This design comes from an exercise in tuning for small area and a short achievable clock period on the open sky130 flow, not from production work.
Only simulation tests tie the RTL to the original design; equivalence was not proved.
Power figures rest on the tool's default switching activity, not on a simulated workload.

== build 66 ==
==> flow/design.v (excerpt) <==
module sigmoid8_pla #(
    parameter WIDTH = 16,
    parameter SLICES = 8,
    parameter FP = 12
) (
    input wire clk,
    input wire rst,
    input wire signed [WIDTH - 1:0] x,
    output wire [WIDTH - 1:0] y
);
==> flow/config.mk <==
export PLATFORM = sky130hd
export DESIGN_NAME = sigmoid8_pla
export DESIGN_NICKNAME = sigmoid8_pla
export VERILOG_FILES = /design/flow/design.v
export SDC_FILE = /design/flow/constraint.sdc
export NUM_CORES = 4
export LEC_CHECK = 0
export CAP_MARGIN = 20
export CORE_MARGIN = 2
export CORE_UTILIZATION = 65
export CTS_BUF_LIST = sky130_fd_sc_hd__clkbuf_8
export CTS_CLUSTER_SIZE = 30
export SETUP_SLACK_MARGIN = 3.3
export SLEW_MARGIN = 20
==> flow/constraint.sdc <==
create_clock -name core_clock -period 5.5 [get_ports {clk}]
set_input_delay 1.1000 -clock core_clock [delete_from_list [all_inputs] [get_ports {clk}]]
set_output_delay 1.1000 -clock core_clock [all_outputs]
set_load 0.01 [all_outputs]
run.sh (not shown) runs the stock make flow with config.mk's settings and CLKGATE_MAP_FILE= SYNTH_SCRIPT=/design/flow/synth_recipe.tcl, a recipe that flattens the netlist after the stock synthesis.
Relative to build 66, the following input files were edited for build 13:
-- flow/config.mk --
<<< build 66, line 9
export CORE_MARGIN = 2
export CORE_UTILIZATION = 65
export CTS_BUF_LIST = sky130_fd_sc_hd__clkbuf_8
export CTS_CLUSTER_SIZE = 30
export SETUP_SLACK_MARGIN = 3.3
>>> build 13, line 9
export CORE_MARGIN = 2
export CORE_UTILIZATION = 40
export SETUP_SLACK_MARGIN = 3.3
Results
Any difference in register-to-register setup slack between build 66 and build 13 is small enough to ignore.
Build 66 consumes less power than build 13.
The fraction of standard cell area that is sequential of build 13 is lower than that of build 66.
The final reports for build 13 and build 66 show proportion of cell area occupied by multi-input gates lower in the former.
Comparing the two runs side by side, build 13 comes out behind build 66 on post-route cell area.
The final reports for build 13 and build 66 show critical path depth in cells higher in the former.
[inputs] build 36 vs build 13
==> flow/flow/run.sh (new file) <==
#!/bin/bash
# Own layout flow: the standard ORFS flow (standard.sh, unchanged synthesis),
# with a plain buffer on every port instead of the delay cells buffer_ports
# picks by default, and a clock tree with fewer, smaller buffers.
set -euo pipefail
export BUFFER_PORTS_ARGS="-buffer_cell ${OWN_PORT_BUF:-sky130_fd_sc_hd__buf_2}"
export CTS_ARGS="-sink_clustering_enable -repair_clock_nets -sink_clustering_size ${OWN_CTS_SIZE:-30} -sink_clustering_max_diameter ${OWN_CTS_DIAM:-80} -buf_list ${OWN_CTS_BUF:-sky130_fd_sc_hd__clkbuf_8} -dont_use_dummy_load"
bash standard.sh > standard_flow.log 2>&1
==> flow/standard.sh (new file) <==
#!/bin/bash
# synth_recipe.tcl (not shown) runs the flow's synth.tcl, then flattens the netlist and writes it again
# the make line also repeats each setting of config.mk as NAME=value (left out here)
make -C /OpenROAD-flow-scripts/flow DESIGN_CONFIG=/design/flow/config.mk WORK_HOME=/design/flow/orfs CLKGATE_MAP_FILE= SYNTH_SCRIPT=/design/flow/synth_recipe.tcl "${@:-finish}"
-- flow/config.mk --
<<< build 13, line 9
export CORE_MARGIN = 2
export CORE_UTILIZATION = 40
export SETUP_SLACK_MARGIN = 3.3
>>> build 36, line 9
export CORE_MARGIN = 2
export CORE_UTILIZATION = 65
export SETUP_SLACK_MARGIN = 3.3
removed: flow/run.sh
Findings:
- [compare] base=build 13 new=build 36: final cell count lost about 10%, die outline area lost 37%.
- Comparing build 36 and build 13, the lower delay of the slowest critical-path stage was measured on build 36.
- Per the comparison of build 36 with build 13, clock group share of total power now smaller; clock sink count comparable; total global routing track utilization now larger.

The RTL this note starts from:
==> flow/design.v <==
module sigmoid8_pla #(
    parameter WIDTH = 16,
    parameter SLICES = 8,
    parameter FP = 12
) (
    input wire clk,
    input wire rst,
    input wire signed [WIDTH - 1:0] x,
    output wire [WIDTH - 1:0] y
);
    localparam [64*13-1:0] TTAB = {13'd1181, 13'd1181, 13'd1181, 13'd1181, 13'd313, 13'd314, 13'd546, 13'd546, 13'd177, 13'd177, 13'd180, 13'd177, 13'd97, 13'd97, 13'd97, 13'd97, 13'd8189, 13'd8190, 13'd34, 13'd34, 13'd11, 13'd11, 13'd8191, 13'd11, 13'd0, 13'd0, 13'd0, 13'd0, 13'd0, 13'd0, 13'd0, 13'd0, 13'd4096, 13'd4096, 13'd4096, 13'd4096, 13'd4096, 13'd4096, 13'd4084, 13'd4096, 13'd4060, 13'd4060, 13'd4060, 13'd4060, 13'd4036, 13'd4037, 13'd3999, 13'd3999, 13'd3900, 13'd3900, 13'd3903, 13'd3900, 13'd3518, 13'd3518, 13'd3518, 13'd3518, 13'd3148, 13'd3149, 13'd2915, 13'd2915, 13'd2048, 13'd2048, 13'd2048, 13'd2048};
    reg [15:0] x_reg;
    always @(posedge clk) x_reg <= x;
    wire [9:0] r3lo = {1'b0, x_reg[8:0]} + {1'b0, x_reg[7:0], 1'b0};
    wire [4:0] r3hi = {2'b0, x_reg[11:9]} + {1'b0, x_reg[11:8]};
    reg [11:0] r_reg;
    reg [8:1] r3l_reg;
    reg [13:9] r3h_reg;
    reg        r3c_reg;
    reg [4:0]  q_reg;
    reg        z_reg;
    always @(posedge clk) begin
        r_reg   <= x_reg[11:0];
        r3l_reg <= r3lo[8:1];
        r3h_reg <= r3hi;
        r3c_reg <= r3lo[9];
        q_reg   <= x_reg[15:11];
        z_reg   <= ~|x_reg[10:0];
    end
    wire [13:0] r3 = {r3h_reg + {{(4){1'b0}}, r3c_reg}, r3l_reg, r_reg[0]};
    reg s23, s99, s369, s867;
    always @(*) begin
        s23 = 1'b0; s99 = 1'b0; s369 = 1'b0; s867 = 1'b0;
        case (q_reg)
            5'd20, 5'd21, 5'd22, 5'd9, 5'd10, 5'd11: s23 = 1'b1;
            5'd23, 5'd24, 5'd25, 5'd6, 5'd7, 5'd8: s99 = 1'b1;
            5'd26, 5'd27, 5'd28, 5'd3, 5'd4, 5'd5: s369 = 1'b1;
            5'd29, 5'd30, 5'd31, 5'd0, 5'd1, 5'd2: s867 = 1'b1;
            default: ;
        endcase
    end
    wire [12:0] tt = TTAB[{q_reg, z_reg}*13 +: 13];
    wire [11:0] nr = ~r_reg;
    wire [22:0] ta = ({23{s23}}  & {6'd0, r3, 3'd0}) |
                     ({23{s99}}  & {4'd0, r3, 5'd0}) |
                     ({23{s369}} & {2'd0, r3, 7'd0}) |
                     ({23{s867}} & {1'd0, r3, 8'd0}) |
                     {18'd0, s369, 3'b0, s23};
    wire [22:0] tb = ({23{s23}}  & {11'd0, nr}) |
                     ({23{s369}} & {7'd0, nr, 4'd0}) |
                     ({23{s867}} & {4'd0, r3, 5'd0});
    wire [22:0] tc = ({23{s99 | s867}} & {9'd0, r3}) |
                     ({23{s369}} & {11'd0, r_reg});
    wire [24:0] s1 = {2'b0, ta ^ tb ^ tc};
    wire [24:0] c1 = {1'b0, (ta & tb) | (ta & tc) | (tb & tc), 1'b0};
    wire [8:0] lo = {1'b0, s1[7:0]} + {1'b0, c1[7:0]};
    wire [16:0] u1 = s1[24:8];
    wire [16:0] u2 = c1[24:8];
    wire [16:0] u3 = {tt, {(4){1'b0}}};
    wire [16:0] us = u1 ^ u2 ^ u3;
    wire [16:0] uc = {(u1[15:0] & u2[15:0]) | (u1[15:0] & u3[15:0]) | (u2[15:0] & u3[15:0]), 1'b0};
    reg [16:0] hs_reg;
    reg [16:1] hc_reg;
    reg         lc_reg;
    always @(posedge clk) begin
        hs_reg <= us;
        hc_reg <= uc[16:1];
        lc_reg <= lo[8];
    end
    wire [16:0] ysum = hs_reg + {hc_reg, 1'b0} + {{(16){1'b0}}, lc_reg};
    reg [12:0] y_reg;
    always @(posedge clk or posedge rst) begin
        if (rst) y_reg <= 13'd0;
        else     y_reg <= ysum[16:4];
    end
    assign y = {3'b000, y_reg};
endmodule
clock: 5.5 ns
lec_check: 0
cap_margin: 20
core_margin: 2
core_utilization: 45
setup_slack_margin: 3.3
slew_margin: 20
standard.sh (not shown) runs the stock make flow with config.mk's settings and CLKGATE_MAP_FILE= SYNTH_SCRIPT=/design/flow/synth_recipe.tcl, a recipe that flattens the netlist after the stock synthesis.
==> flow/flow/run.sh <==
#!/bin/bash
# Own layout flow: the standard ORFS flow (standard.sh, unchanged synthesis),
# with a plain buffer on every port instead of the delay cells buffer_ports
# picks by default, and a clock tree with fewer, smaller buffers.
set -euo pipefail
export BUFFER_PORTS_ARGS="-buffer_cell ${OWN_PORT_BUF:-sky130_fd_sc_hd__buf_2}"
export CTS_ARGS="-sink_clustering_enable -repair_clock_nets -sink_clustering_size ${OWN_CTS_SIZE:-30} -sink_clustering_max_diameter ${OWN_CTS_DIAM:-80} -buf_list ${OWN_CTS_BUF:-sky130_fd_sc_hd__clkbuf_8} -dont_use_dummy_load"
bash standard.sh > standard_flow.log 2>&1
Next try:
Settings changed: CORE_UTILIZATION 45 to 58, SETUP_SLACK_MARGIN 3.3 to 3.25.
Wire length went down by 4.9%.
Cell count went down by 7.3%.
Final area went down by 3.9%.
Total power went down by 1.8%.
Critical path depth stays the same.
Maximum frequency went down by 1.2%.
Worst setup slack got worse by 0.027 ns.
Next try:
Settings changed: CORE_UTILIZATION 58 to 65, SETUP_SLACK_MARGIN 3.25 to 3.5.
=> Area after synthesis does not change. Final area rises by about 4.6%. Clock skew hardly moves. Via count rose by 1.2%. Core utilization went up by 12 points. Non-clock buffer count went up by 18. Worst hold slack is worse by 0.010 ns. Worst setup slack gains 0.022 ns. Die area falls by about 10%.
Next try:
--- a/flow/flow/run.sh
+++ b/flow/flow/run.sh
@@ -5,3 +5,3 @@
 set -euo pipefail
-export BUFFER_PORTS_ARGS="-buffer_cell ${OWN_PORT_BUF:-sky130_fd_sc_hd__buf_2}"
+export BUFFER_PORTS_ARGS="-buffer_cell ${OWN_PORT_BUF:-sky130_fd_sc_hd__buf_1}"
 export CTS_ARGS="-sink_clustering_enable -repair_clock_nets -sink_clustering_size ${OWN_CTS_SIZE:-30} -sink_clustering_max_diameter ${OWN_CTS_DIAM:-80} -buf_list ${OWN_CTS_BUF:-sky130_fd_sc_hd__clkbuf_8} -dont_use_dummy_load"
Settings changed: CORE_UTILIZATION 65 to 58, SETUP_SLACK_MARGIN 3.5 to 3.3.
The new run finished with timing, DRC and antenna clean.
Power fell by 3.2%.
Register-to-register slack barely changes.
Core utilization shrinks by 11 points.
Count of clock-buffer cells in the layout is unchanged.
Sequential share of layout area goes up by 1.4 points.
Combinational power drops by 12%.
Synthesized cell count stays the same.
Die area rose by 12%.
Area after synthesis stays the same.
Routed wire length is higher by 0.60%.

## what the ideal ports hide
The flow's constraints put no driver on any port. The routed layouts listed below were extracted and timed again, unchanged, in two steps. Step 1 assumes that a clkbuf_16 drives the clock port and a buf_2 every other input. Step 2 times the ports against the registers' clock, not the clock port: input delays grow and output delays shrink by t, the midpoint of the rising clock arrivals with the driver on. a / b / c = ideal ports / drivers / drivers and shift; a / b = the first two.
run	t, ns	setup WS [ns]	worst hold slack (ns)	worst data-port slew with drivers (ns)	cell pins on the clock port's net
build 66	0.390	3.199 / 3.199 / 3.199	0.404 / 0.404 / 0.404	0.03	1
build 13	0.387	3.185 / 3.185 / 3.185	0.392 / 0.392 / 0.392	0.03	1
build 36	0.368	3.267 / 3.267 / 3.267	0.402 / 0.402 / 0.402	0.03	1
the first run of note 2	0.379	3.286 / 3.286 / 3.286	0.377 / 0.377 / 0.377	0.03	1
the second run of note 2	0.369	3.258 / 3.258 / 3.258	0.388 / 0.388 / 0.388	0.03	1
the third run of note 2	0.378	3.280 / 3.280 / 3.280	0.378 / 0.378 / 0.378	0.03	1
the fourth run of note 2	0.379	3.288 / 3.288 / 3.288	0.400 / 0.400 / 0.400	0.03	1
After both steps setup and hold are still met in every run listed.
